Source: an optimization exercise on an open RTL-to-GDS flow (aim: small area). Production flows keep margins and buffers that such runs may drop.
Where RTL was checked, it was by simulation tests only, not by an equivalence proof against the original.
No functional check of the RTL was part of runs 1 to 4.

==> flow/design.v <==
module fa (
	input  logic a,
	input  logic b,
	input  logic c,
	output logic s,
	output logic co
);
	assign s  = a ^ b ^ c;
	assign co = (a & b) | (a & c) | (b & c);
endmodule
module ha (
	input  logic a,
	input  logic b,
	output logic s,
	output logic co
);
	assign s  = a ^ b;
	assign co = a & b;
endmodule
module control_pid (
	input  logic        clk,
	input  logic        rst_n,
	input  logic [11:0] gtob_out,         
	input  logic [11:0] position_b_out,   
	output logic [16:0] duty_out          
);
	localparam logic [31:0] ACC0 = 32'hfff9a502;    
	logic [12:0] x1, x2, x3, x4;
	logic [31:0] acc;
	logic [12:0] xin;
	logic [12:0] cx;
	assign xin[0] = gtob_out[0] ^ position_b_out[0];
	assign cx[1]  = gtob_out[0] | ~position_b_out[0];
	for (genvar i = 1; i < 12; i++) begin : g_xin
		fa u (.a(gtob_out[i]), .b(~position_b_out[i]), .c(cx[i]), .s(xin[i]), .co(cx[i+1]));
	end
	assign xin[12] = ~cx[12];
	wire [12:0] x2u = {~x2[12], x2[11:0]};
	wire [12:0] x3u = {~x3[12], x3[11:0]};
	wire [12:0] x4n = {x4[12], ~x4[11:0]};
	logic [13:0] p;
	logic [13:0] cp;
	ha u_p0 (.a(x3u[0]), .b(x4n[0]), .s(p[0]), .co(cp[1]));
	for (genvar i = 1; i < 13; i++) begin : g_p
		fa u (.a(x3u[i]), .b(x4n[i]), .c(cp[i]), .s(p[i]), .co(cp[i+1]));
	end
	assign p[13] = cp[13];
	logic [15:0] r;
	logic [15:0] cr;
	assign r[1:0] = x2u[1:0];
	ha u_r2 (.a(x2u[2]), .b(x2u[0]), .s(r[2]), .co(cr[3]));
	for (genvar i = 3; i < 13; i++) begin : g_r
		fa u (.a(x2u[i]), .b(x2u[i-2]), .c(cr[i]), .s(r[i]), .co(cr[i+1]));
	end
	ha u_r13 (.a(x2u[11]), .b(cr[13]), .s(r[13]), .co(cr[14]));
	ha u_r14 (.a(x2u[12]), .b(cr[14]), .s(r[14]), .co(cr[15]));
	assign r[15] = cr[15];
	logic [16:0] yu;
	logic [16:0] cy;
	assign yu[0] = p[0];
	ha u_y1 (.a(p[1]), .b(r[0]), .s(yu[1]), .co(cy[2]));
	for (genvar i = 2; i < 14; i++) begin : g_y
		fa u (.a(p[i]), .b(r[i-1]), .c(cy[i]), .s(yu[i]), .co(cy[i+1]));
	end
	ha u_y14 (.a(r[13]), .b(cy[14]), .s(yu[14]), .co(cy[15]));
	ha u_y15 (.a(r[14]), .b(cy[15]), .s(yu[15]), .co(cy[16]));
	assign yu[16] = r[15] ^ cy[16];
	logic [18:0] q;
	logic [18:0] cq;
	assign q[1:0] = yu[1:0];
	ha u_q2 (.a(yu[2]), .b(yu[0]), .s(q[2]), .co(cq[3]));
	for (genvar i = 3; i < 17; i++) begin : g_q
		fa u (.a(yu[i]), .b(yu[i-2]), .c(cq[i]), .s(q[i]), .co(cq[i+1]));
	end
	ha u_q17 (.a(yu[15]), .b(cq[17]), .s(q[17]), .co(cq[18]));
	assign q[18] = yu[16] ^ cq[18];
	logic [19:0] ctl;
	logic [20:0] cc;
	assign ctl[0] = acc[0];
	ha u_c1 (.a(acc[1]), .b(q[0]), .s(ctl[1]), .co(cc[2]));
	for (genvar i = 2; i < 20; i++) begin : g_c
		fa u (.a(acc[i]), .b(q[i-1]), .c(cc[i]), .s(ctl[i]), .co(cc[i+1]));
	end
	wire hi_ones = &acc[30:20];
	wire hi_zero = cc[20] ? (hi_ones & acc[31]) : ~|acc[31:20];
	wire neg     = acc[31] ^ (cc[20] & hi_ones);
	wire mid     = hi_zero & ~|ctl[19:17];      
	wire hi = ~neg & (~mid | (ctl[16:0] > 17'd100000));
	wire lo = neg | (mid & (ctl[16:0] < 17'd50000));
	logic [31:0] acc_sum;
	logic [31:0] ca;
	ha u_a0 (.a(acc[0]), .b(x2[0]), .s(acc_sum[0]), .co(ca[1]));
	for (genvar i = 1; i < 31; i++) begin : g_a
		fa u (.a(acc[i]), .b(x2[i < 13 ? i : 12]), .c(ca[i]), .s(acc_sum[i]), .co(ca[i+1]));
	end
	assign acc_sum[31] = acc[31] ^ x2[12] ^ ca[31];
	wire first = ~(duty_out[16] | duty_out[15]);
	always_ff @(posedge clk or negedge rst_n) begin
		if (!rst_n) begin
			x1 <= '0;
			x2 <= '0;
			x3 <= '0;
			x4 <= '0;
			acc <= ACC0;
			duty_out <= '0;
		end else begin
			x1 <= xin;
			x2 <= x1;
			x3 <= x2;
			x4 <= x3;
			acc <= acc_sum;
			if (first || lo)
				duty_out <= 17'd50000;
			else if (hi)
				duty_out <= 17'd100000;
			else
				duty_out <= ctl[16:0];
		end
	end
endmodule
module current_process #(
	parameter [11:0] CURRENT_MAX = 12'd2500,
	parameter [19:0] LFSR_1M = 20'h875ea
)(
	input  logic        clk,
	input  logic        rst_n,
	input  logic [11:0] current_b_out,
	output logic        current_high
);
	logic [19:0] lfsr;
	wire over = current_b_out > CURRENT_MAX;
	wire fb = ~(lfsr[19] ^ lfsr[16]);
	always_ff @(posedge clk or negedge rst_n) begin
		if (!rst_n) begin
			lfsr <= '0;
			current_high <= 1'b0;
		end else begin
			lfsr <= over ? {lfsr[18:0], fb} : 20'd0;
			current_high <= over & (current_high | (lfsr == LFSR_1M));
		end
	end
endmodule
module mux (
	input  logic        current_high,
	input  logic [16:0] duty_out,
	output logic [17:0] pwm_in
);
	assign pwm_in = current_high ? 18'd0 : {1'b0, duty_out};
endmodule
module pwm (
	input  logic        clk,
	input  logic        rst_n,
	input  logic        current_high,
	input  logic [16:0] duty,
	output logic        pwm_out
);
	logic [19:0] counter;
	logic [19:0] inc;
	logic [20:0] c;
	logic [17:0] b;
	assign inc[0] = ~counter[0];
	assign c[1] = counter[0];
	for (genvar i = 1; i < 20; i++) begin : g_inc
		ha u (.a(counter[i]), .b(c[i]), .s(inc[i]), .co(c[i+1]));
	end
	wire wrap = &{counter[19:16], counter[14], counter[9], c[6]};
	localparam logic [19:0] WRAP_INC = 20'd1000000;
	always_ff @(posedge clk or negedge rst_n) begin
		if (!rst_n)
			counter <= '0;
		else
			counter <= inc & ~({20{wrap}} & WRAP_INC);
	end
	assign b[0] = 1'b0;
	for (genvar i = 0; i < 17; i++) begin : g_cmp
		assign b[i+1] = (~counter[i] & duty[i]) | (~counter[i] & b[i]) | (duty[i] & b[i]);
	end
	assign pwm_out = ~current_high & ~|counter[19:17] & b[17];
endmodule
module top_servo(
	input logic clk,
	input logic rst_n,
	input logic [11:0] target_pos,        
	input logic [11:0] measured_pos,      
	input logic [11:0] measured_current,  
	output logic pwm_out,
	output logic [17:0] duty,             
	output logic current_high             
);
	logic [16:0] duty_out;
	control_pid pid_top(
		.clk(clk),
		.rst_n(rst_n),
		.gtob_out(target_pos),
		.position_b_out(measured_pos),
		.duty_out(duty_out)
	);
	mux mux_top(
		.current_high(current_high),
		.duty_out(duty_out),
		.pwm_in(duty)
	);
	pwm pwm_top(
		.clk(clk),
		.rst_n(rst_n),
		.current_high(current_high),
		.duty(duty_out),
		.pwm_out(pwm_out)
	);
	current_process current_process_top(
		.clk(clk),
		.rst_n(rst_n),
		.current_b_out(measured_current),
		.current_high(current_high)
	);
endmodule
==> flow/run.sh <==
#!/bin/bash
# synth_recipe.tcl (not shown) runs the flow's synth.tcl, then flattens the netlist and writes it again
# the make line also repeats each setting of config.mk as NAME=value (left out here)
make -C /OpenROAD-flow-scripts/flow DESIGN_CONFIG=/design/flow/config.mk WORK_HOME=/design/flow/orfs CLKGATE_MAP_FILE= SYNTH_SCRIPT=/design/flow/synth_recipe.tcl finish
==> flow/config.mk <==
export PLATFORM = sky130hd
export DESIGN_NAME = top_servo
export DESIGN_NICKNAME = top_servo
export VERILOG_FILES = /design/flow/design.v
export SDC_FILE = /design/flow/constraint.sdc
export NUM_CORES = 4
export LEC_CHECK = 0
export CAP_MARGIN = 20
export CORE_MARGIN = 2
export CORE_UTILIZATION = 40
export SLEW_MARGIN = 20
export SYNTH_HIERARCHICAL = 1
==> flow/constraint.sdc <==
create_clock -name core_clock -period 20.0 [get_ports {clk}]
set_input_delay 4.0000 -clock core_clock [delete_from_list [all_inputs] [get_ports {clk}]]
set_output_delay 4.0000 -clock core_clock [all_outputs]
set_load 0.01 [all_outputs]
==> results of run 1 <==
## kinds of logic after synthesis
kind of cell / share of synthesized area
compound gates: 0.0341
xor+xnor: 0.00701
fa+ha+maj: 0.343
flops: 0.477
simple gates: 0.101
buf+inv: 0.0371
other cells: 0.000500
## how the worst max path moves through the flow
stage | startpoint | endpoint | cells after the start
5_1_grt | pid_top.x2[0]$_DFF_PN0_ | pid_top.acc[31]$_DFF_PN1_ | 33
3_3_place_gp | pid_top.x2[0]$_DFF_PN0_ | pid_top.acc[31]$_DFF_PN1_ | 33
4_1_cts | pid_top.x2[0]$_DFF_PN0_ | pid_top.acc[31]$_DFF_PN1_ | 33
3_5_place_dp | pid_top.x2[0]$_DFF_PN0_ | pid_top.acc[31]$_DFF_PN1_ | 33
6_report | pid_top.x2[0]$_DFF_PN0_ | pid_top.acc[31]$_DFF_PN1_ | 33
2_1_floorplan | pid_top.x2[0]$_DFF_PN0_ | pid_top.acc[31]$_DFF_PN1_ | 33
## modules after synthesis, one instance, submodules excluded, a selection
| module | flops+latches | cell area (sq um) | cells | copies in the design |
|---|---|---|---|---|
| ha | 0 | 12.5 | 1 | 30 |
| pwm | 20 | 883 | 81 | 1 |
| current_process | 21 | 841 | 60 | 1 |
| control_pid | 101 | 3110 | 204 | 1 |
| mux | 0 | 146 | 20 | 1 |
| fa | 0 | 20.0 | 1 | 107 |
## registers in the layout (all words and copies together) (netlist names)
| signal | flops |
|---|---|
| current_process_top.lfsr | 20 |
| pwm_top.counter | 20 |
| pid_top.acc | 32 |
| pid_top.duty_out | 17 |
| pid_top.x4 | 13 |
| pid_top.x2 | 13 |
| pid_top.x1 | 13 |
| pid_top.x3 | 13 |
| current_process_top.current_high | 1 |
## through the flow
step | cell area, sq um | setup WS, ns
2_1_floorplan | 7490 | 7.66
3_3_place_gp | 8300 | 7.41
3_5_place_dp | 8300 | 7.22
4_1_cts | 8900 | 7.17
5_1_grt | 8910 | 6.77
6_report | 8910 | 7.23
## metal layers
metal | vias up | part of all wire
li1 | 1778 | -
met1 | 2018 | 0.44
met2 | 51 | 0.51
met3 | 10 | 0.030
met4 | 0 | 0.012
met5 | - | 0
## final cells by class
cell class / instances / area [sq um] / share of cell area
clock inverters: 13 / 164 / 0.0184
inverters: 57 / 214 / 0.0240
clock buffers: 19 / 433 / 0.0486
flip-flops and latches: 142 / 3580 / 0.402
repair buffers: 58 / 581 / 0.0652
multi-input cells: 297 / 3650 / 0.409
well taps: 234 / 293 / 0.0329
## cell usage in the layout (no fill, tap or decap), drive strengths merged, types with 7 or more instances in the layout
| master | Yosys | final |
|---|---|---|
| dfrtp | 123 | 123 |
| fa | 107 | 107 |
| inv | 57 | 60 |
| clkdlybuf4s50 | 0 | 55 |
| nor2b | 41 | 41 |
| ha | 31 | 31 |
| dfstp | 19 | 19 |
| clkbuf | 0 | 19 |
| o21ai | 13 | 13 |
| nor3 | 11 | 11 |
| nand4 | 9 | 9 |
| nor4 | 8 | 8 |
| and2b | 8 | 8 |
| nand2b | 7 | 7 |
| nor2 | 7 | 7 |
==> results by group, run 1 <==
Routing
  • Post-Route WL: 11300 um
  • Avg WL per Cell: 13.8 um
  • DRC viols: 0
  • Via count: between 3k and 4k
  • Initial DRC Count: 94
  • TritonRoute pass-1 iters: 5
  • Vias/cell: around 4.7
  • Routed Antenna Nets: 0

Clocking
  • CTS tree: done
  • H-Tree Level Count: 4
  • Hold_buf cts: 0
  • CTS root buf: clkbuf_16
  • Post-CTS sizing: 0
  • Worst-path clk slew: 0.06 ns
  • CTS max path bufs: 2
  • Total CTS buffers: 17
  • Clock Sinks: roughly 140
  • Clk latency of the worst-skew pair: ~0.42 ns
  • Postcts setup bufs: 0

Synthesis
  • Synth area leaders: dfrtp_1, fa_1, dfstp_2
  • Yosys top cell area share: 0.411
  • Top FF cell, synth: dfrtp_1
  • Synthesized area: 7490 sq um
  • Avg Inst Size Synth: 14.9 sq um
  • Sequential area share after synthesis: 0.477
  • Synth area leader: dfrtp_1
  • Mapped Cells: 502
  • Post-synth net total: 678
  • Count of cell types in the netlist: 49
  • Share of flip-flops with an asynchronous set or reset: 1.00
  • Warnings from Yosys: 9
  • Post-synth EDFFs: 0
  • Count leader, synth: dfrtp_1
  • Post-synth top cells: dfrtp_1, fa_1, inv_1, ha_1, nor2b_1
  • #FFs+latches synth: between 100 and 150

Critical path
  • Worst flop-to-flop path endpoint: pid_top.acc[31]$_DFF_PN1_
  • Worst Path Arrival: ~13 ns
  • CP required: roughly 20 ns
  • Startpoint type of the worst setup path: flip-flop
  • Worst reg2reg path startpoint: pid_top.x2[0]$_DFF_PN0_
  • Crit path max-delay family: adder cells
  • Crit. End Element: flip-flop
  • Crit path buf inv count: 0
  • Worst stage delay on the critical path: about 0.4 ns
  • Flop2flop setup slack: between 7 and 8 ns
  • Crit-path slowest cell: dfrtp_1
  • Worst Reg-to-Reg Cells: 33
  • Crit Path Max Fanout: 4
  • CP most frequent cell: fa_1
  • CP Class: flip-flop to flip-flop

Floorplan
  • Die Ht: between 100 and 150 um
  • Width of the chip: around 140 um
  • Core area: 18500 sq um
  • IO Count: 58
  • Row Count: 50
  • Starting Density: 0.405
  • DIE AREA: just under 20000 sq um

Layout
  • Non-filler instance count after layout: 820
  • Layout cells sized above 1: 0.148
  • Post-Route Utilization: 0.481
  • Final nets: 749
  • Area grow syn2layout: 18.9%
  • Fillers: 1626
  • N_diodes: 0

STA
  • Tmin final: 12.77 ns
  • RSZ-0062 raised after global routing: no
  • Final Slew Violations: 0
  • Slew @ Worst Pin: 0.708 ns
  • FMAX: 78.3 MHz
  • Tightest slew margin relative to the limit: 0.524
  • Fin. Hold Viols: 0
  • Final period util: 0.639
  • Hold Slack: 0.345 ns
  • # setup viols final: 0
  • Final Skew: 0.0115 ns
  • Setup_tns: 0 ns

Global routing
  • Initial antenna violation count: 0
  • GRT met1 Usage: 0.171
  • First-pass GRT wire length: around 20000 um
  • Most used routing layer: met2
  • GRT Util Overall: 0.132
  • M3 GR Usage: 0.0387
  • Remaining global-route overflow: 0
  • Vias in the first global route: between 4k and 5k
  • Met2 usage: 0.215
  • Largest net degree at the start of global routing: 85

Hold path
  • Min-delay src: pid_top.x1[4]$_DFF_PN0_
  • Worst Hold Class: flip-flop to flip-flop
  • WHS Endpoint: pid_top.x2[4]$_DFF_PN0_
  • Hold path depth: 0

Placed design
  • Inst Count DP: 788
  • Detailed Place HPWL: 8930 um
  • Final GP Congestion: 0.762
  • IO buf count: 56

Job
  • Max Cap Viol: 0

Run status
  • Status: complete, no violations
==> inputs of run 2 (changes only) <==
==> flow/flow/run.sh (new file) <==
#!/bin/bash
# Standard ORFS layout (standard.sh, unchanged synthesis) with two changes:
#  - port buffers are buf_1 cells instead of the default pick
#  - clock tree synthesis inserts no dummy balancing loads
set -euo pipefail
export BUFFER_PORTS_ARGS="-buffer_cell sky130_fd_sc_hd__buf_1"
export CTS_ARGS="-sink_clustering_enable -repair_clock_nets -dont_use_dummy_load"
bash standard.sh > standard.log 2>&1
==> flow/standard.sh (new file) <==
#!/bin/bash
# synth_recipe.tcl (not shown) runs the flow's synth.tcl, then flattens the netlist and writes it again
# the make line also repeats each setting of config.mk as NAME=value (left out here)
make -C /OpenROAD-flow-scripts/flow DESIGN_CONFIG=/design/flow/config.mk WORK_HOME=/design/flow/orfs CLKGATE_MAP_FILE= SYNTH_SCRIPT=/design/flow/synth_recipe.tcl "${@:-finish}"
removed: flow/run.sh
==> run 2 against run 1 <==
  * Still clean
  * First-iteration DRC count rose by 52%
  * Clock-buffer cell count decreased by 2
  * Global-route usage fell by 0.38 points
  * Critical endpoint unchanged
  * Sequential cell count is the same
  * Non-clock buffer count unchanged
  * Highest routed layer unchanged
==> results by group, run 2 <==
Layout
  • Final nets: 749
  • Multi-input logic area: 3650 sq um
  • Area grow syn2layout: 11.9%
  • Most flops, register: pid_top.acc
  • N_diodes: 0
  • Most frequent cells in the layout: dfrtp_1, fa_1, inv_1
  • Layout cells sized above 1: 0.130
  • FF+latch area: 3580 sq um
  • Fin area: 8390 sq um
  • Largest register FFs: 32
  • Commonest non-fill, non-tap cell in the layout: dfrtp_1
  • Fillers: ~1.7k
  • Biggest regs: pid_top.acc (32), current_process_top.lfsr (20), pwm_top.counter (20)
  • Post-Route Utilization: 0.453

Synthesis
  • Post-synth EDFFs: 0
  • Synth area leaders: dfrtp_1, fa_1, dfstp_2
  • Sequential area share after synthesis: 0.477
  • Top FF cell, synth: dfrtp_1
  • Post-synth net total: 678
  • Synthesized area: between 7000 and 8000 sq um
  • Post-synth top cells: dfrtp_1, fa_1, inv_1, ha_1, nor2b_1
  • Yosys top cell area share: 0.411
  • Synth area leader: dfrtp_1
  • Count of cell types in the netlist: 49
  • Mapped Cells: 502
  • Warnings from Yosys: 9
  • Avg Inst Size Synth: about 15 sq um
  • #FFs+latches synth: 142
  • Share of flip-flops with an asynchronous set or reset: 1.00
  • Count leader, synth: dfrtp_1

Critical path
  • WP depth: 33
  • CP required: between 20 and 25 ns
  • Critical path launch point: pid_top.x2[0]$_DFF_PN0_
  • Flop2flop setup slack: 7.20 ns
  • Worst flop-to-flop path endpoint: pid_top.acc[31]$_DFF_PN1_
  • Worst Path Arrival: 13.14 ns
  • Crit Path Max Fanout: 4
  • Crit path to: pid_top.acc[31]$_DFF_PN1_
  • Worst Reg-to-Reg Cells: 33
  • Worst reg2reg path startpoint: pid_top.x2[0]$_DFF_PN0_
  • Worst stage delay on the critical path: 0.41 ns
  • Crit. End Element: flip-flop
  • Crit-path slowest cell: dfrtp_1
  • CP most frequent cell: fa_1
  • Crit path buf inv count: 0
  • CP Class: flip-flop to flip-flop
  • Crit path max-delay family: adder cells
  • Startpoint type of the worst setup path: flip-flop

STA
  • Final Skew: around 0.021 ns
  • Tmin final: 12.80 ns
  • FMAX: between 70 and 80 MHz
  • Tightest slew margin relative to the limit: 0.480
  • RSZ-0062 raised after global routing: no
  • # setup viols final: 0
  • Hold Slack: 0.334 ns
  • Fin. Hold Viols: 0
  • Slew @ Worst Pin: 0.780 ns
  • Final period util: 0.640
  • Worst setup margin: between 7 and 8 ns
  • Setup_tns: 0 ns
  • Final Slew Violations: 0

Routing
  • Post-Route WL: between 10000 and 15000 um
  • Avg WL per Cell: between 10 and 15 um
  • Initial DRC Count: 143
  • Via count: roughly 3.8k
  • Routed Antenna Nets: 0
  • Vias/cell: ~4.7
  • DRC viols: 0
  • TritonRoute pass-1 iters: 4

Global routing
  • Initial antenna violation count: 0
  • GRT Util Overall: 0.129
  • Largest net degree at the start of global routing: 85
  • First-pass GRT wire length: 20000 um
  • Vias in the first global route: 4294
  • Remaining global-route overflow: 0

Clocking
  • Clk latency of the worst-skew pair: ~0.42 ns
  • CTS root buf: clkbuf_16
  • Clock Sinks: about 140
  • Hold_buf cts: 0
  • Worst-path clk slew: 0.06 ns
  • CTS max path bufs: 2
  • H-Tree Level Count: 4
  • Total CTS buffers: 17
  • CTS tree: done
  • Postcts setup bufs: 0
  • Post-CTS sizing: 0

Hold path
  • Hold path depth: 0
  • Worst Hold Class: flip-flop to flip-flop

Floorplan
  • Starting Density: 0.405
  • Row Count: 50
  • Width of the chip: 141 um
  • Die Ht: approximately 140 um
  • Core area: 18500 sq um
  • DIE AREA: between 15000 and 20000 sq um
  • IO Count: between 50 and 60

Placed design
  • Final GP Congestion: 0.742
  • Worst slack, placed: between 7 and 8 ns
  • Placed Area: a little under 8000 sq um
  • IO buf count: 56
  • Detailed Place HPWL: 8780 um

Run status
  • Status: complete, no violations

Job
  • Max Cap Viol: 0
[run 2: cell counts after synthesis]
No cell type changed its count.
[run 2: worst min path at each step]
stage                                   from                        to  slack, ns
detailed placement   pid_top.x1[5]$_DFF_PN0_   pid_top.x2[5]$_DFF_PN0_       0.33
global placement    pid_top.x1[11]$_DFF_PN0_  pid_top.x2[11]$_DFF_PN0_       0.33
floorplan            pid_top.x1[0]$_DFF_PN0_   pid_top.x2[0]$_DFF_PN0_       0.33
global route        pid_top.x1[12]$_DFF_PN0_  pid_top.x2[12]$_DFF_PN0_       0.35
finish              pid_top.x1[12]$_DFF_PN0_  pid_top.x2[12]$_DFF_PN0_       0.33
CTS                 pid_top.x1[12]$_DFF_PN0_  pid_top.x2[12]$_DFF_PN0_       0.34
[run 2: worst register-to-register path, delay by kind of cell, from the launching register on]
family                   cells  cell delay [ns]
XOR/XNOR                     2             0.31
flip-flops                   1             0.41
adder cells (fa/ha/maj)     31            12.02
[run 2: per-layer routing]
| metal | vias up | GRT usage | share of wire |
|---|---|---|---|
| met1 | 1941 | 0.169 | 0.46 |
| met3 | 15 | 0.0350 | 0.031 |
| met2 | 56 | 0.206 | 0.49 |
| met5 | - | 0 | 0 |
| li1 | 1761 | - | - |
| met4 | 0 | 0.0511 | 0.015 |
[run 2: modules after synthesis, one instance, submodules excluded, excerpt]
module	copies in the design	flops+latches	cells
fa	107	0	1
control_pid	1	101	204
pwm	1	20	81
mux	1	0	20
ha	30	0	1
current_process	1	21	60
[run 2: logic make-up after synthesis]
kind of cell             count (synthesis)  synth area share
AND/OR/NAND/NOR                        111             0.101
adder cells (fa/ha/maj)                142             0.343
other                                    1          0.000500
AO/OA/AOI/OAI                           37            0.0341
XOR/XNOR                                 6           0.00701
buffers and inverters                   63            0.0371
flip-flops                             142             0.477
[run 2: layout make-up]
class,count,share of cell area
repair buffers,58,0.0277
well taps,234,0.0349
clock buffers,17,0.0507
inverters,57,0.0255
multi-input cells,297,0.435
flip-flops and latches,142,0.426
[run 2: per-stage QoR]
step | instances
after floorplan | 502
after global placement | 788
after detailed placement | 788
after CTS | 805
after global routing | 805
final | 805
==> inputs of run 3 (changes only) <==
--- a/flow/design.v
+++ b/flow/design.v
@@ -22,7 +22,7 @@
 	input  logic        rst_n,
 	input  logic [11:0] gtob_out,         
 	input  logic [11:0] position_b_out,   
-	output logic [16:0] duty_out          
+	output logic [16:0] duty_n            
 );
 	localparam logic [31:0] ACC0 = 32'hfff9a502;    
 	logic [12:0] x1, x2, x3, x4;
@@ -94,7 +94,7 @@
 		fa u (.a(acc[i]), .b(x2[i < 13 ? i : 12]), .c(ca[i]), .s(acc_sum[i]), .co(ca[i+1]));
 	end
 	assign acc_sum[31] = acc[31] ^ x2[12] ^ ca[31];
-	wire first = ~(duty_out[16] | duty_out[15]);
+	wire first = duty_n[16] & duty_n[15];
 	always_ff @(posedge clk or negedge rst_n) begin
 		if (!rst_n) begin
 			x1 <= '0;
@@ -102,7 +102,7 @@
 			x3 <= '0;
 			x4 <= '0;
 			acc <= ACC0;
-			duty_out <= '0;
+			duty_n <= '1;
 		end else begin
 			x1 <= xin;
 			x2 <= x1;
@@ -110,11 +110,11 @@
 			x4 <= x3;
 			acc <= acc_sum;
 			if (first || lo)
-				duty_out <= 17'd50000;
+				duty_n <= ~17'd50000;
 			else if (hi)
-				duty_out <= 17'd100000;
+				duty_n <= ~17'd100000;
 			else
-				duty_out <= ctl[16:0];
+				duty_n <= ~ctl[16:0];
 		end
 	end
 endmodule
@@ -127,31 +127,34 @@
 	input  logic [11:0] current_b_out,
 	output logic        current_high
 );
-	logic [19:0] lfsr;
+	localparam logic [19:0] ODD = 20'haaaaa;
+	logic [19:0] st;
+	wire  [19:0] lfsr = st ^ ODD;
 	wire over = current_b_out > CURRENT_MAX;
 	wire fb = ~(lfsr[19] ^ lfsr[16]);
+	wire [19:0] lfsr_next = over ? {lfsr[18:0], fb} : 20'd0;
 	always_ff @(posedge clk or negedge rst_n) begin
 		if (!rst_n) begin
-			lfsr <= '0;
+			st <= ODD;
 			current_high <= 1'b0;
 		end else begin
-			lfsr <= over ? {lfsr[18:0], fb} : 20'd0;
+			st <= lfsr_next ^ ODD;
 			current_high <= over & (current_high | (lfsr == LFSR_1M));
 		end
 	end
 endmodule
 module mux (
 	input  logic        current_high,
-	input  logic [16:0] duty_out,
+	input  logic [16:0] duty_n,           
 	output logic [17:0] pwm_in
 );
-	assign pwm_in = current_high ? 18'd0 : {1'b0, duty_out};
+	assign pwm_in = {1'b0, ~(duty_n | {17{current_high}})};
 endmodule
 module pwm (
 	input  logic        clk,
 	input  logic        rst_n,
 	input  logic        current_high,
-	input  logic [16:0] duty,
+	input  logic [16:0] duty_n,           
 	output logic        pwm_out
 );
 	logic [19:0] counter;
@@ -171,6 +174,7 @@
 		else
 			counter <= inc & ~({20{wrap}} & WRAP_INC);
 	end
+	wire [16:0] duty = ~duty_n;
 	assign b[0] = 1'b0;
 	for (genvar i = 0; i < 17; i++) begin : g_cmp
 		assign b[i+1] = (~counter[i] & duty[i]) | (~counter[i] & b[i]) | (duty[i] & b[i]);
@@ -187,24 +191,24 @@
 	output logic [17:0] duty,             
 	output logic current_high             
 );
-	logic [16:0] duty_out;
+	logic [16:0] duty_n;
 	control_pid pid_top(
 		.clk(clk),
 		.rst_n(rst_n),
 		.gtob_out(target_pos),
 		.position_b_out(measured_pos),
-		.duty_out(duty_out)
+		.duty_n(duty_n)
 	);
 	mux mux_top(
 		.current_high(current_high),
-		.duty_out(duty_out),
+		.duty_n(duty_n),
 		.pwm_in(duty)
 	);
 	pwm pwm_top(
 		.clk(clk),
 		.rst_n(rst_n),
 		.current_high(current_high),
-		.duty(duty_out),
+		.duty_n(duty_n),
 		.pwm_out(pwm_out)
 	);
 	current_process current_process_top(
==> flow/flow/run.sh (replaced) <==
#!/bin/bash
set -euo pipefail
export BUFFER_PORTS_ARGS="-buffer_cell sky130_fd_sc_hd__buf_1"
export CTS_ARGS="-sink_clustering_enable -repair_clock_nets -dont_use_dummy_load -buf_list sky130_fd_sc_hd__clkbuf_8"
bash standard.sh > standard.log 2>&1
==> run 3 against run 2 <==
  * Still clean
  * Maximum frequency about the same
  * Clock skew is 0.0027 ns higher
  * First-iteration DRC count increased by 24%
  * Highest routed layer unchanged
  * Largest cell class is now sequential cells
  * Synthesized cell count is 4.8% lower
  * Non-clock buffer count rose by 1
  * Design area down 4.7%
  * Utilization fell by 0.66 points
  * Critical path type unchanged
==> results by group, run 3 <==
Hold path
  • Worst Hold Class: flip-flop to flip-flop
  • Hold path depth: 0

Synthesis
  • Count of cell types in the netlist: 57
  • Mapped Cells: approximately 480
  • Post-synthesis adder-cell area fraction: 0.347
  • Avg Inst Size Synth: 15.2 sq um
  • Warnings from Yosys: 9
  • Yosys top cell area share: 0.330
  • Synth Area in Compound Gates: 0.0503
  • Count leader, synth: fa_1
  • Synth Area in Simple Gates: 0.0739
  • Share of flip-flops with an asynchronous set or reset: 1.00
  • Synth Area in XOR/XNOR: 0.00721
  • Post-synth top cells: fa_1, dfrtp_1, dfstp_2, nor2_1, inv_1
  • Synth area leaders: dfrtp_1, fa_1, dfstp_2
  • Post-synth EDFFs: 0
  • Synth area leader: dfrtp_1
  • Largest family of logic cells by synthesized area: adder cells
  • Sequential area share after synthesis: 0.496
  • Synthesized area: ~7300 sq um
  • #FFs+latches synth: around 140
  • Post-synth net total: 654
  • Top FF cell, synth: dfrtp_1
  • Multiplexer share of the synthesized area: 0

Global routing
  • Vias in the first global route: 4187
  • Initial antenna violation count: 0
  • Remaining global-route overflow: 0
  • GRT Util Overall: 0.130
  • Largest net degree at the start of global routing: 74
  • First-pass GRT wire length: 19900 um

STA
  • Final period util: 0.640
  • Setup_tns: 0 ns
  • # setup viols final: 0
  • Final Slew Violations: 0
  • FMAX: 78.1 MHz
  • Tightest slew margin relative to the limit: 0.458
  • Final Skew: 0.0237 ns
  • Tmin final: approximately 13 ns
  • Slew @ Worst Pin: 0.813 ns
  • RSZ-0062 raised after global routing: no
  • Fin. Hold Viols: 0

Critical path
  • Crit-path slowest cell: dfrtp_1
  • CP Class: flip-flop to flip-flop
  • Crit path buf inv count: 0
  • Crit. End Element: flip-flop
  • Crit Path Max Fanout: 4
  • CP required: 20.36 ns
  • Worst Reg-to-Reg Cells: 33
  • WP depth: 33
  • Worst stage delay on the critical path: roughly 0.42 ns
  • Flop2flop setup slack: 7.19 ns
  • Critical path launch point: pid_top.x2[0]$_DFF_PN0_
  • Crit path max-delay family: adder cells
  • Worst reg2reg path startpoint: pid_top.x2[0]$_DFF_PN0_
  • Crit path to: pid_top.acc[31]$_DFF_PN1_
  • Worst flop-to-flop path endpoint: pid_top.acc[31]$_DFF_PN1_
  • Worst Path Arrival: 13.17 ns
  • Startpoint type of the worst setup path: flip-flop
  • CP most frequent cell: fa_1

Routing
  • Routed Antenna Nets: 0
  • TritonRoute pass-1 iters: 4
  • Initial DRC Count: 178
  • Vias/cell: 4.83
  • Post-Route WL: 10900 um
  • DRC viols: 0
  • Via count: 3743
  • Avg WL per Cell: 14.1 um

Placed design
  • IO buf count: 56
  • Detailed Place HPWL: 8700 um
  • Final GP Congestion: 0.741

Floorplan
  • Width of the chip: 139 um
  • Core area: between 15000 and 20000 sq um
  • Starting Density: 0.407
  • IO Count: 58
  • DIE AREA: 19300 sq um
  • Row Count: approximately 50
  • Die Ht: 139 um

Layout
  • Most flops, register: pid_top.acc
  • N_diodes: 0
  • Biggest regs: pid_top.acc (32), current_process_top.st (20), pwm_top.counter (20)
  • Area grow syn2layout: 9.70%
  • Most frequent cells in the layout: fa_1, dfrtp_1, buf_1
  • Commonest non-fill, non-tap cell in the layout: fa_1
  • Final nets: approximately 720
  • Layout cells sized above 1: 0.143
  • Largest register FFs: 32

Clocking
  • Total CTS buffers: 17
  • Worst-path clk slew: 0.06 ns
  • Clk latency of the worst-skew pair: 0.44 ns
  • CTS tree: done
  • Post-CTS sizing: 0
  • Postcts setup bufs: 0
  • Hold_buf cts: 0
  • Clock Sinks: ~140
  • CTS max path bufs: 2
  • H-Tree Level Count: 4
  • CTS root buf: clkbuf_8

Run status
  • Status: complete, no violations

Job
  • Max Cap Viol: 0
-- run 3: cell count changes in the layout (fill, tap and decap cells not counted), sizes merged, moves of 9 or more --
cell	previous run	this run
dfstp	19	46
dfrtp	123	96
nor2	7	35
nor2b	41	7
nand2	5	14
inv	57	32
-- run 3: worst min-delay path by stage --
stage,end,slack (ns),start
after global routing,pid_top.x2[5]$_DFF_PN0_,0.34,pid_top.x1[5]$_DFF_PN0_
after detailed placement,pid_top.x2[2]$_DFF_PN0_,0.33,pid_top.x1[2]$_DFF_PN0_
after floorplan,pid_top.x2[0]$_DFF_PN0_,0.33,pid_top.x1[0]$_DFF_PN0_
after global placement,pid_top.x2[12]$_DFF_PN0_,0.33,pid_top.x1[12]$_DFF_PN0_
final,pid_top.x2[4]$_DFF_PN0_,0.33,pid_top.x1[4]$_DFF_PN0_
after CTS,pid_top.x2[4]$_DFF_PN0_,0.34,pid_top.x1[4]$_DFF_PN0_
-- run 3: metal layers --
metal | wire length (um) | vias up | part of all wire | global-route usage
met1 | 4980 | 1926 | 0.45 | 0.176
met3 | 429 | 14 | 0.039 | 0.0338
li1 | - | 1714 | - | -
met5 | 0 | - | 0 | 0
met4 | 190 | 0 | 0.017 | 0.0611
met2 | 5350 | 89 | 0.49 | 0.198
-- run 3: final cells by class --
cell class	instances	area, sq um
Clock buffer	17	234
Fill cell	1604	9910
Inverter	32	120
Multi-Input combinational cell	296	3490
Sequential cell	142	3610
Tap cell	229	287
Timing Repair Buffer	59	249
-- run 3: modules after synthesis (local to each module, per instance), excerpt --
module	cells inside	copies in the design
mux	21	1
fa	1	107
pwm	66	1
current_process	63	1
control_pid	191	1
ha	1	30
-- run 3: stage by stage --
stage / util / hold WS [ns] / instance area, sq um / std cells / setup slack (ns)
global route: 0.446 / 0.342 / 7990 / 775 / 6.71
finish: 0.446 / 0.333 / 7990 / 775 / 7.19
detailed placement: 0.432 / 0.335 / 7740 / 757 / 7.21
CTS: 0.445 / 0.340 / 7970 / 774 / 7.18
global placement: 0.432 / 0.333 / 7740 / 757 / 7.40
floorplan: - / 0.331 / 7280 / 478 / 7.66
-- run 3: cell families (layout without fill, tap and decap cells) --
family	Yosys count	in the layout
simple gates	100	100
buf+inv	40	108
xor+xnor	6	6
flops	142	142
other cells	1	1
fa+ha+maj	138	138
compound gates	51	51
==> inputs of run 4 (changes only) <==
==> flow/flow/run.sh (replaced) <==
#!/bin/bash
set -euo pipefail
export BUFFER_PORTS_ARGS="-buffer_cell sky130_fd_sc_hd__buf_1"
export CTS_ARGS="-sink_clustering_enable -repair_clock_nets -dont_use_dummy_load -buf_list sky130_fd_sc_hd__clkbuf_4 -root_buf sky130_fd_sc_hd__clkbuf_8 -sink_clustering_size 10"
bash standard.sh > standard.log 2>&1
==> run 4 against run 3 <==
  * Clock skew up 0.012 ns
  * Sequential share of layout area grew 0.57 points
  * Sequential cell count did not move
  * Worst setup slack worse by 0.0022 ns
  * Critical path depth stayed put
  * Maximum frequency barely moved
==> results by group, run 4 <==
Run status
  • Status: complete, no violations

Placed design
  • IO buf count: 56
  • Placed Area: slightly below 8000 sq um
  • Detailed Place HPWL: 8700 um
  • Worst slack, placed: 7.21 ns
  • Final GP Congestion: 0.741

STA
  • Final Slew Violations: 0
  • Final period util: 0.641
  • Tightest slew margin relative to the limit: 0.457
  • Worst setup margin: about 7.2 ns
  • Final Skew: 0.0360 ns
  • Setup_tns: 0 ns
  • FMAX: 78.1 MHz
  • Fin. Hold Viols: 0
  • Tmin final: about 13 ns
  • Hold Slack: 0.335 ns
  • # setup viols final: 0
  • Slew @ Worst Pin: between 0.8 and 0.9 ns
  • RSZ-0062 raised after global routing: no

Layout
  • Fin area: 7890 sq um
  • Final nets: 724
  • Layout cells sized above 1: 0.143
  • FF+latch area: 3610 sq um
  • Commonest non-fill, non-tap cell in the layout: fa_1
  • Area grow syn2layout: 8.33%
  • Most frequent cells in the layout: fa_1, dfrtp_1, buf_1
  • Biggest regs: pid_top.acc (32), current_process_top.st (20), pwm_top.counter (20)
  • Fillers: 1618
  • Most flops, register: pid_top.acc
  • Multi-input logic area: roughly 3500 sq um
  • Largest register FFs: 32
  • N_diodes: 0

Clocking
  • H-Tree Level Count: 4
  • CTS root buf: clkbuf_8
  • CTS tree: done
  • Postcts setup bufs: 0
  • Worst-path clk slew: 0.10 ns
  • Hold_buf cts: 0
  • Post-CTS sizing: 0
  • Clk latency of the worst-skew pair: 0.42 ns
  • CTS max path bufs: 2
  • Clock Sinks: 142
  • Total CTS buffers: 17

Global routing
  • Largest net degree at the start of global routing: 74
  • First-pass GRT wire length: 19900 um
  • Remaining global-route overflow: 0
  • Vias in the first global route: 4209
  • GRT Util Overall: 0.129
  • Initial antenna violation count: 0

Synthesis
  • Post-synth top cells: fa_1, dfrtp_1, dfstp_2, nor2_1, inv_1
  • Post-synth net total: 654
  • Synthesized area: between 7000 and 8000 sq um
  • Count of cell types in the netlist: 57
  • #FFs+latches synth: 142
  • Synth area leader: dfrtp_1
  • Synth area leaders: dfrtp_1, fa_1, dfstp_2
  • Warnings from Yosys: 9
  • Top FF cell, synth: dfrtp_1
  • Share of flip-flops with an asynchronous set or reset: 1.00
  • Avg Inst Size Synth: 15.2 sq um
  • Post-synth EDFFs: 0
  • Yosys top cell area share: 0.330
  • Sequential area share after synthesis: 0.496
  • Count leader, synth: fa_1
  • Mapped Cells: 478

Critical path
  • Worst stage delay on the critical path: 0.42 ns
  • CP most frequent cell: fa_1
  • Worst Reg-to-Reg Cells: 33
  • CP Class: flip-flop to flip-flop
  • Crit. End Element: flip-flop
  • Flop2flop setup slack: 7.19 ns
  • Worst flop-to-flop path endpoint: pid_top.acc[31]$_DFF_PN1_
  • Startpoint type of the worst setup path: flip-flop
  • Worst reg2reg path startpoint: pid_top.acc[0]$_DFF_PN0_
  • Crit Path Max Fanout: 3
  • CP required: just over 20 ns
  • Crit-path slowest cell: dfrtp_1
  • Worst Path Arrival: 13.15 ns

Floorplan
  • DIE AREA: approximately 19000 sq um
  • IO Count: 58
  • Width of the chip: 139 um
  • Row Count: 49
  • Starting Density: 0.407
  • Core area: 17900 sq um
  • Die Ht: 139 um

Hold path
  • Hold path depth: 0
  • Worst Hold Class: flip-flop to flip-flop
  • WHS Endpoint: pid_top.x2[4]$_DFF_PN0_
  • Min-delay src: pid_top.x1[4]$_DFF_PN0_

Routing
  • DRC viols: 0
  • TritonRoute pass-1 iters: 5
  • Routed Antenna Nets: 0
  • Initial DRC Count: 178
  • Via count: 3743
  • Vias/cell: 4.83
  • Avg WL per Cell: 14.0 um
  • Post-Route WL: between 10000 and 15000 um

Job
  • Max Cap Viol: 0
==> run 4: cell counts after synthesis <==
No cell type changed its count.
==> run 4: final cells by class <==
class                           count  share of cell area
Sequential cell                   142               0.458
Multi-Input combinational cell    296               0.442
Tap cell                          229              0.0363
Clock buffer                       17              0.0170
Timing Repair Buffer               59              0.0316
Inverter                           32              0.0152
==> run 4: logic make-up after synthesis <==
| kind of cell | share of synthesized area |
|---|---|
| buffers and inverters | 0.0251 |
| adder cells (fa/ha/maj) | 0.347 |
| other | 0.000515 |
| flip-flops | 0.496 |
| XOR/XNOR | 0.00721 |
| AND/OR/NAND/NOR | 0.0739 |
| AO/OA/AOI/OAI | 0.0503 |
==> run 4: metrics by stage <==
stage | instances | util
finish | 775 | 0.441
CTS | 774 | 0.440
floorplan | 478 | -
global placement | 757 | 0.432
detailed placement | 757 | 0.432
global route | 775 | 0.441
==> run 4: worst max path at each step <==
stage	start	end	slack, ns
2_1_floorplan	pid_top.x2[0]$_DFF_PN0_	pid_top.acc[31]$_DFF_PN1_	7.66
3_3_place_gp	pid_top.x2[0]$_DFF_PN0_	pid_top.acc[31]$_DFF_PN1_	7.40
3_5_place_dp	pid_top.x2[0]$_DFF_PN0_	pid_top.acc[31]$_DFF_PN1_	7.21
4_1_cts	pid_top.x2[0]$_DFF_PN0_	pid_top.acc[31]$_DFF_PN1_	7.17
5_1_grt	pid_top.x2[0]$_DFF_PN0_	pid_top.acc[31]$_DFF_PN1_	6.70
6_report	pid_top.acc[0]$_DFF_PN0_	pid_top.acc[31]$_DFF_PN1_	7.19
==> run 4: per-layer routing <==
| layer | share of wire | GRT usage | vias to the layer above |
|---|---|---|---|
| li1 | - | - | 1715 |
| met1 | 0.46 | 0.175 | 1922 |
| met2 | 0.48 | 0.197 | 89 |
| met3 | 0.041 | 0.0383 | 17 |
| met4 | 0.020 | 0.0537 | 0 |
| met5 | 0 | 0 | - |
==> run 4: modules after synthesis (local to each module, per instance), excerpt <==
module / flops+latches / times used / cells inside
current_process: 21 / 1 / 63
mux: 0 / 1 / 21
pwm: 20 / 1 / 66
ha: 0 / 30 / 1
fa: 0 / 107 / 1
control_pid: 101 / 1 / 191
==> run 4: critical path: cells and delay by family (launching register included) <==
kind                       cells  cell delay [ns]
xor gates and xnor gates       2             0.31
adders and majority gates     31            12.02
DFF                            1             0.42
==> inputs of run 5 (changes only) <==
--- a/flow/design.v
+++ b/flow/design.v
@@ -17,13 +17,22 @@
 	assign s  = a ^ b;
 	assign co = a & b;
 endmodule
-module control_pid (
-	input  logic        clk,
-	input  logic        rst_n,
-	input  logic [11:0] gtob_out,         
-	input  logic [11:0] position_b_out,   
-	output logic [16:0] duty_n            
+module top_servo(
+	input logic clk,
+	input logic rst_n,
+	input logic [11:0] target_pos,
+	input logic [11:0] measured_pos,
+	input logic [11:0] measured_current,
+	output logic pwm_out,
+	output logic [17:0] duty,
+	output logic current_high
 );
+	wire [11:0] gtob_out = target_pos;
+	wire [11:0] position_b_out = measured_pos;
+	wire [11:0] current_b_out = measured_current;
+	logic [16:0] duty_n;
+	localparam [11:0] CURRENT_MAX = 12'd2500;
+	localparam [19:0] LFSR_1M = 20'h875ea;
 	localparam logic [31:0] ACC0 = 32'hfff9a502;    
 	logic [12:0] x1, x2, x3, x4;
 	logic [31:0] acc;
@@ -117,16 +126,6 @@
 				duty_n <= ~ctl[16:0];
 		end
 	end
-endmodule
-module current_process #(
-	parameter [11:0] CURRENT_MAX = 12'd2500,
-	parameter [19:0] LFSR_1M = 20'h875ea
-)(
-	input  logic        clk,
-	input  logic        rst_n,
-	input  logic [11:0] current_b_out,
-	output logic        current_high
-);
 	localparam logic [19:0] ODD = 20'haaaaa;
 	logic [19:0] st;
 	wire  [19:0] lfsr = st ^ ODD;
@@ -142,21 +141,6 @@
 			current_high <= over & (current_high | (lfsr == LFSR_1M));
 		end
 	end
-endmodule
-module mux (
-	input  logic        current_high,
-	input  logic [16:0] duty_n,           
-	output logic [17:0] pwm_in
-);
-	assign pwm_in = {1'b0, ~(duty_n | {17{current_high}})};
-endmodule
-module pwm (
-	input  logic        clk,
-	input  logic        rst_n,
-	input  logic        current_high,
-	input  logic [16:0] duty_n,           
-	output logic        pwm_out
-);
 	logic [19:0] counter;
 	logic [19:0] inc;
 	logic [20:0] c;
@@ -174,47 +158,11 @@
 		else
 			counter <= inc & ~({20{wrap}} & WRAP_INC);
 	end
-	wire [16:0] duty = ~duty_n;
+	wire [16:0] dutyp = ~duty_n;
 	assign b[0] = 1'b0;
 	for (genvar i = 0; i < 17; i++) begin : g_cmp
-		assign b[i+1] = (~counter[i] & duty[i]) | (~counter[i] & b[i]) | (duty[i] & b[i]);
+		assign b[i+1] = (~counter[i] & dutyp[i]) | (~counter[i] & b[i]) | (dutyp[i] & b[i]);
 	end
 	assign pwm_out = ~current_high & ~|counter[19:17] & b[17];
+	assign duty = {1'b0, ~(duty_n | {17{current_high}})};
 endmodule
-module top_servo(
-	input logic clk,
-	input logic rst_n,
-	input logic [11:0] target_pos,        
-	input logic [11:0] measured_pos,      
-	input logic [11:0] measured_current,  
-	output logic pwm_out,
-	output logic [17:0] duty,             
-	output logic current_high             
-);
-	logic [16:0] duty_n;
-	control_pid pid_top(
-		.clk(clk),
-		.rst_n(rst_n),
-		.gtob_out(target_pos),
-		.position_b_out(measured_pos),
-		.duty_n(duty_n)
-	);
-	mux mux_top(
-		.current_high(current_high),
-		.duty_n(duty_n),
-		.pwm_in(duty)
-	);
-	pwm pwm_top(
-		.clk(clk),
-		.rst_n(rst_n),
-		.current_high(current_high),
-		.duty_n(duty_n),
-		.pwm_out(pwm_out)
-	);
-	current_process current_process_top(
-		.clk(clk),
-		.rst_n(rst_n),
-		.current_b_out(measured_current),
-		.current_high(current_high)
-	);
-endmodule
==> flow/flow/run.sh (replaced) <==
#!/bin/bash
# Standard ORFS layout (standard.sh, unchanged synthesis) with these changes:
#  - port buffers are buf_1 cells instead of the default pick
#  - clock tree synthesis uses clkbuf_8 and inserts no dummy balancing loads
# make's full output goes to standard.log in the work folder; each ORFS step
# also keeps its own log under orfs/logs/.
set -euo pipefail
export BUFFER_PORTS_ARGS="-buffer_cell sky130_fd_sc_hd__buf_1"
export CTS_ARGS="-sink_clustering_enable -repair_clock_nets -dont_use_dummy_load -buf_list sky130_fd_sc_hd__clkbuf_8 -sink_clustering_size 25 -sink_clustering_max_diameter 60"
bash standard.sh > standard.log 2>&1
--- a/flow/config.mk
+++ b/flow/config.mk
@@ -7,6 +7,6 @@
 export LEC_CHECK = 0
 export CAP_MARGIN = 20
 export CORE_MARGIN = 2
-export CORE_UTILIZATION = 40
+export CORE_UTILIZATION = 60
 export SLEW_MARGIN = 20
 export SYNTH_HIERARCHICAL = 1
==> run 5 against run 4 <==
  * Still clean on timing, DRC and antenna
  * First-iteration DRC count fell by 7.3%
  * Worst setup slack improved by 0.088 ns
  * Design area fell by 0.60%
  * Area after synthesis fell by 1.3%
  * Clock skew fell by 0.013 ns
  * Critical path depth did not move
  * Utilization rose by 24 points
  * Die area fell by 33%
  * Cell count fell by 11%
  * Synthesized cell count fell by 0.42%
  * Sequential share of layout area rose by 0.28 points
  * Critical path type unchanged
  * Critical endpoint is now acc[31]$_DFF_PN1_
==> results by group, run 5 <==
Run status
  • Status: complete, no violations

Critical path
  • Startpoint type of the worst setup path: flip-flop
  • Worst reg2reg path startpoint: acc[0]$_DFF_PN0_
  • Crit-path slowest cell: fa_1
  • Crit. End Element: flip-flop
  • Flop2flop setup slack: 7.28 ns
  • Worst Path Arrival: between 10 and 15 ns
  • Crit path buf inv count: 0
  • Crit Path Max Fanout: 3
  • Worst Reg-to-Reg Cells: 33
  • CP Class: flip-flop to flip-flop
  • CP most frequent cell: fa_1
  • Worst stage delay on the critical path: roughly 0.43 ns
  • Worst flop-to-flop path endpoint: acc[31]$_DFF_PN1_
  • Crit path max-delay family: adder cells
  • CP required: about 20 ns

Clocking
  • Clock Sinks: 142
  • Total CTS buffers: 17
  • CTS root buf: clkbuf_8
  • CTS max path bufs: 2
  • Worst-path clk slew: 0.07 ns
  • Post-CTS sizing: 0
  • H-Tree Level Count: 4
  • CTS tree: done
  • Clk latency of the worst-skew pair: approximately 0.43 ns
  • Postcts setup bufs: 0
  • Hold_buf cts: 0

Layout
  • Fillers: 870
  • Commonest non-fill, non-tap cell in the layout: fa_1
  • Post-Route Utilization: 0.678
  • FF+latch area: 3610 sq um
  • Most frequent cells in the layout: fa_1, dfrtp_1, buf_1
  • Biggest regs: acc (32), counter (20), st (20)
  • Layout cells sized above 1: 0.133
  • Final nets: 726
  • Most flops, register: acc
  • Multi-input logic area: 3440 sq um
  • Area grow syn2layout: 9.10%
  • N_diodes: 0
  • Largest register FFs: 32

Floorplan
  • Die Ht: roughly 110 um
  • Row Count: 39
  • Starting Density: 0.622
  • DIE AREA: 12900 sq um
  • IO Count: 58
  • Width of the chip: 113 um
  • Core area: 11600 sq um

STA
  • Final Skew: 0.0228 ns
  • Worst setup margin: 7.28 ns
  • Setup_tns: 0 ns
  • Slew @ Worst Pin: 0.813 ns
  • Final Slew Violations: 0
  • Tmin final: 12.72 ns
  • Final period util: 0.636
  • RSZ-0062 raised after global routing: no
  • Fin. Hold Viols: 0
  • # setup viols final: 0
  • FMAX: a little under 80 MHz
  • Tightest slew margin relative to the limit: 0.458

Routing
  • Vias/cell: 5.44
  • DRC viols: 0
  • Via count: 3756
  • Initial DRC Count: between 150 and 200
  • Avg WL per Cell: between 15 and 20 um
  • TritonRoute pass-1 iters: 4
  • Routed Antenna Nets: 0
  • Post-Route WL: 10700 um

Synthesis
  • Share of flip-flops with an asynchronous set or reset: 1.00
  • #FFs+latches synth: 142
  • Synth area leader: dfrtp_1
  • Synthesized area: 7190 sq um
  • Synth area leaders: dfrtp_1, fa_1, dfstp_2
  • Count of cell types in the netlist: 45
  • Sequential area share after synthesis: 0.502
  • Post-synth top cells: fa_1, dfrtp_1, dfstp_2, nor2_1, inv_1
  • Warnings from Yosys: 7
  • Post-synth net total: 652
  • Top FF cell, synth: dfrtp_1
  • Mapped Cells: 476
  • Avg Inst Size Synth: 15.1 sq um
  • Post-synth EDFFs: 0
  • Yosys top cell area share: 0.334
  • Count leader, synth: fa_1

Hold path
  • Min-delay src: x1[8]$_DFF_PN0_
  • Hold path depth: 0
  • WHS Endpoint: x2[8]$_DFF_PN0_
  • Worst Hold Class: flip-flop to flip-flop

Placed design
  • Detailed Place HPWL: 8440 um
  • IO buf count: 56
  • Final GP Congestion: between 0.8 and 0.9
  • Worst slack, placed: 7.24 ns

Global routing
  • Largest net degree at the start of global routing: 75
  • Initial antenna violation count: 0
  • GRT Util Overall: 0.193
  • Remaining global-route overflow: 0
  • First-pass GRT wire length: 19000 um
  • Vias in the first global route: 4053

Job
  • Max Cap Viol: 0
[run 5: cell count changes after synthesis, moves of 4 or more]
| cell | delta |
|---|---|
| a22oi_1 | +4 |
| nand2_1 | +8 |
| a21boi_1 | -4 |
| nand3_1 | -4 |
| a21oi_1 | +9 |
[run 5: how the worst max path moves through the flow]
stage                      from                end  slack, ns  depth (start not counted)
2_1_floorplan   x2[0]$_DFF_PN0_  acc[31]$_DFF_PN1_       7.66                         33
3_3_place_gp    x2[0]$_DFF_PN0_  acc[31]$_DFF_PN1_       7.43                         33
3_5_place_dp    x2[0]$_DFF_PN0_  acc[31]$_DFF_PN1_       7.24                         33
4_1_cts        acc[0]$_DFF_PN0_  acc[31]$_DFF_PN1_       7.23                         33
5_1_grt        acc[0]$_DFF_PN0_  acc[31]$_DFF_PN1_       6.80                         33
6_report       acc[0]$_DFF_PN0_  acc[31]$_DFF_PN1_       7.28                         33
[run 5: per-layer routing]
metal	global-route usage	up-vias	wire length [um]
met4	0.0650	0	187
met2	0.295	76	5250
met5	0	-	0
li1	-	1708	-
met3	0.0584	12	382
met1	0.272	1960	4860
[run 5: layout make-up]
| class | count | share of cell area |
|---|---|---|
| Inverter | 32 | 0.0153 |
| Timing Repair Buffer | 60 | 0.0337 |
| Clock buffer | 17 | 0.0298 |
| Sequential cell | 142 | 0.460 |
| Multi-Input combinational cell | 297 | 0.438 |
| Tap cell | 143 | 0.0228 |
[run 5: Yosys stat by module (local to each module, per instance)]
module	cells inside	times used	cell area [sq um]
top_servo	339	1	4670
fa	1	107	20.0
ha	1	30	12.5
[run 5: kinds of logic after synthesis]
kind of cell,after synthesis,synth area share
compound gates,56,0.0520
xor+xnor,6,0.00731
fa+ha+maj,140,0.355
buf+inv,37,0.0198
flops,142,0.502
other cells,1,0.000522
simple gates,94,0.0633
[run 5: stage by stage]
step / instances / instance area, sq um / hold WS, ns
5_1_grt: 691 / 7840 / 0.359
2_1_floorplan: 476 / 7190 / 0.331
6_report: 691 / 7840 / 0.349
3_3_place_gp: 673 / 7580 / 0.334
3_5_place_dp: 673 / 7580 / 0.337
4_1_cts: 690 / 7820 / 0.352
==> inputs of run 6 (changes only) <==
--- a/flow/flow/run.sh
+++ b/flow/flow/run.sh
@@ -6,5 +6,5 @@
 # also keeps its own log under orfs/logs/.
 set -euo pipefail
 export BUFFER_PORTS_ARGS="-buffer_cell sky130_fd_sc_hd__buf_1"
-export CTS_ARGS="-sink_clustering_enable -repair_clock_nets -dont_use_dummy_load -buf_list sky130_fd_sc_hd__clkbuf_8 -sink_clustering_size 25 -sink_clustering_max_diameter 60"
+export CTS_ARGS="-sink_clustering_enable -repair_clock_nets -dont_use_dummy_load -buf_list sky130_fd_sc_hd__clkbuf_8"
 bash standard.sh > standard.log 2>&1
--- a/flow/config.mk
+++ b/flow/config.mk
@@ -7,6 +7,6 @@
 export LEC_CHECK = 0
 export CAP_MARGIN = 20
 export CORE_MARGIN = 2
-export CORE_UTILIZATION = 60
+export CORE_UTILIZATION = 40
 export SLEW_MARGIN = 20
 export SYNTH_HIERARCHICAL = 1
==> run 6 against run 5 <==
  * Maximum frequency down 0.82%
  * Critical path depth unchanged
  * Worst hold slack got worse by 0.015 ns
  * Worst setup slack worse by 0.10 ns
  * Non-clock buffer count fell by 1
  * Design area up 1.0%
  * Area after synthesis unchanged
  * Critical path type unchanged
==> results by group, run 6 <==
Run status
  • Status: complete, no violations

Critical path
  • Crit Path Max Fanout: 4
  • Worst flop-to-flop path endpoint: acc[31]$_DFF_PN1_
  • CP most frequent cell: fa_1
  • Flop2flop setup slack: 7.17 ns
  • Worst Path Arrival: 13.19 ns
  • Worst Reg-to-Reg Cells: 33
  • CP required: around 20 ns
  • Crit-path slowest cell: dfrtp_1
  • Crit. End Element: flip-flop
  • Worst reg2reg path startpoint: x2[0]$_DFF_PN0_
  • CP Class: flip-flop to flip-flop
  • Worst stage delay on the critical path: 0.44 ns
  • Critical path launch point: x2[0]$_DFF_PN0_
  • Startpoint type of the worst setup path: flip-flop

Routing
  • Initial DRC Count: 135
  • Vias/cell: 4.77
  • Routed Antenna Nets: 0
  • Via count: 3704
  • TritonRoute pass-1 iters: 4
  • Avg WL per Cell: around 14 um
  • DRC viols: 0
  • Post-Route WL: 10900 um

Synthesis
  • Top FF cell, synth: dfrtp_1
  • Avg Inst Size Synth: ~15 sq um
  • Mapped Cells: 476
  • Multiplexer share of the synthesized area: 0
  • Sequential area share after synthesis: 0.502
  • Share of flip-flops with an asynchronous set or reset: 1.00
  • Synthesized area: 7190 sq um
  • #FFs+latches synth: 142
  • Yosys top cell area share: 0.334
  • Largest family of logic cells by synthesized area: adder cells
  • Post-synthesis adder-cell area fraction: 0.355
  • Synth Area in XOR/XNOR: 0.00731
  • Synth Area in Compound Gates: 0.0520
  • Post-synth EDFFs: 0
  • Post-synth top cells: fa_1, dfrtp_1, dfstp_2, nor2_1, inv_1
  • Synth Area in Simple Gates: 0.0633
  • Count of cell types in the netlist: 45
  • Post-synth net total: 652
  • Count leader, synth: fa_1
  • Synth area leader: dfrtp_1
  • Warnings from Yosys: 7
  • Synth area leaders: dfrtp_1, fa_1, dfstp_2

STA
  • # setup viols final: 0
  • Hold Slack: 0.334 ns
  • Worst setup margin: 7.17 ns
  • FMAX: between 70 and 80 MHz
  • Final Skew: 0.0228 ns
  • Setup_tns: 0 ns
  • Tightest slew margin relative to the limit: 0.378
  • Fin. Hold Viols: 0
  • Final Slew Violations: 0
  • RSZ-0062 raised after global routing: no
  • Tmin final: 12.83 ns
  • Final period util: 0.641
  • Slew @ Worst Pin: 0.933 ns

Global routing
  • First-pass GRT wire length: 19700 um
  • Initial antenna violation count: 0
  • GRT Util Overall: 0.129
  • Remaining global-route overflow: 0
  • Vias in the first global route: 4076
  • Largest net degree at the start of global routing: between 70 and 80

Layout
  • Biggest regs: acc (32), counter (20), st (20)
  • Area grow syn2layout: 10.2%
  • Layout cells sized above 1: 0.132
  • Fillers: 1614
  • Commonest non-fill, non-tap cell in the layout: fa_1
  • N_diodes: 0
  • Non-filler instance count after layout: 776
  • Most flops, register: acc
  • Most frequent cells in the layout: fa_1, dfrtp_1, buf_1
  • Final nets: about 730
  • Largest register FFs: 32

Placed design
  • Final GP Congestion: 0.785
  • Detailed Place HPWL: 8620 um
  • Worst slack, placed: 7.22 ns
  • Inst Count DP: 759
  • IO buf count: 56

Clocking
  • Post-CTS sizing: 0
  • Postcts setup bufs: 0
  • Clk latency of the worst-skew pair: 0.44 ns
  • CTS root buf: clkbuf_8
  • Clock Sinks: 142
  • Worst-path clk slew: 0.07 ns
  • Hold_buf cts: 0
  • Total CTS buffers: 17
  • CTS tree: done
  • CTS max path bufs: 2
  • H-Tree Level Count: 4

Floorplan
  • Core area: 17800 sq um
  • Width of the chip: 138 um
  • Starting Density: 0.404
  • IO Count: 58
  • Row Count: 49
  • Die Ht: 138 um
  • DIE AREA: 19100 sq um

Hold path
  • Hold path depth: 0
  • Min-delay src: x1[8]$_DFF_PN0_
  • WHS Endpoint: x2[8]$_DFF_PN0_
  • Worst Hold Class: flip-flop to flip-flop

Job
  • Max Cap Viol: 0
[run 6: kinds of logic after synthesis]
family	count (synthesis)
other cells	1
fa+ha+maj	140
flops	142
xor+xnor	6
buf+inv	37
simple gates	94
compound gates	56
[run 6: area by class of cell]
cell class / count / area (sq um) / share of cell area
clock buffers: 17 / 234 / 0.0295
inverters: 32 / 120 / 0.0152
multi-input cells: 297 / 3440 / 0.434
flip-flops and latches: 142 / 3610 / 0.456
well taps: 229 / 287 / 0.0362
repair buffers: 59 / 236 / 0.0298
[run 6: routing by layer]
metal  vias to the layer above  wire (um)  global-route usage
met1                      1918       5180               0.183
met2                        65       5160               0.196
met5                         -          0                   0
li1                       1712          -                   -
met4                         0        133              0.0354
met3                         9        446              0.0402
[run 6: worst max-delay path: cells and delay by family (launching register included)]
kind	cells	cell delay [ns]
XOR/XNOR	2	0.32
flip-flops	1	0.44
adder cells (fa/ha/maj)	31	12.01
[run 6: per-stage QoR]
step / utilization / instance area, sq um
after floorplan: - / 7190
after global placement: 0.433 / 7690
after detailed placement: 0.433 / 7690
after CTS: 0.446 / 7920
after global routing: 0.446 / 7920
final: 0.446 / 7920
[run 6: how the worst max path moves through the flow]
stage | end | slack, ns | depth (start not counted)
2_1_floorplan | acc[31]$_DFF_PN1_ | 7.66 | 33
3_3_place_gp | acc[31]$_DFF_PN1_ | 7.36 | 33
3_5_place_dp | acc[31]$_DFF_PN1_ | 7.22 | 33
4_1_cts | acc[31]$_DFF_PN1_ | 7.14 | 33
5_1_grt | acc[31]$_DFF_PN1_ | 6.72 | 33
6_report | acc[31]$_DFF_PN1_ | 7.17 | 33
[run 6: per-module statistics from Yosys (local to each module, per instance)]
module / flip-flops and latches / cells
fa: 0 / 1
top_servo: 142 / 339
ha: 0 / 1

what the ideal ports hide:
How much do the figures lean on ideal ports? The routed layouts below were timed once more, with nothing changed but the port constraints. Step 1: set_driving_cell puts a clkbuf_16 on clk and a buf_2 on each other input, an assumption about the parent block. Step 2 moves the port delays by t, midway between the first and last clock arrival at a register: inputs arrive t later, outputs are due t later. That takes back most of the time a late clock gives input paths. Slacks: ideal / step 1 / step 2; pairs: ideal / step 1.
run | t, ns | slack for setup (ns) | clock arrival spread, ns | cell pins on the clock port's net
run 1 | 0.452 | 7.230 / 7.230 / 7.230 | 0.013 / 0.013 | 1
run 2 | 0.452 | 7.201 / 7.201 / 7.201 | 0.021 / 0.021 | 1
run 3 | 0.468 | 7.190 / 7.190 / 7.190 | 0.025 / 0.025 | 1
run 4 | 0.443 | 7.188 / 7.188 / 7.188 | 0.036 / 0.036 | 1
run 5 | 0.452 | 7.277 / 7.277 / 7.277 | 0.023 / 0.023 | 1
run 6 | 0.463 | 7.172 / 7.172 / 7.172 | 0.030 / 0.030 | 1
After both steps setup and hold are still met in every run listed.
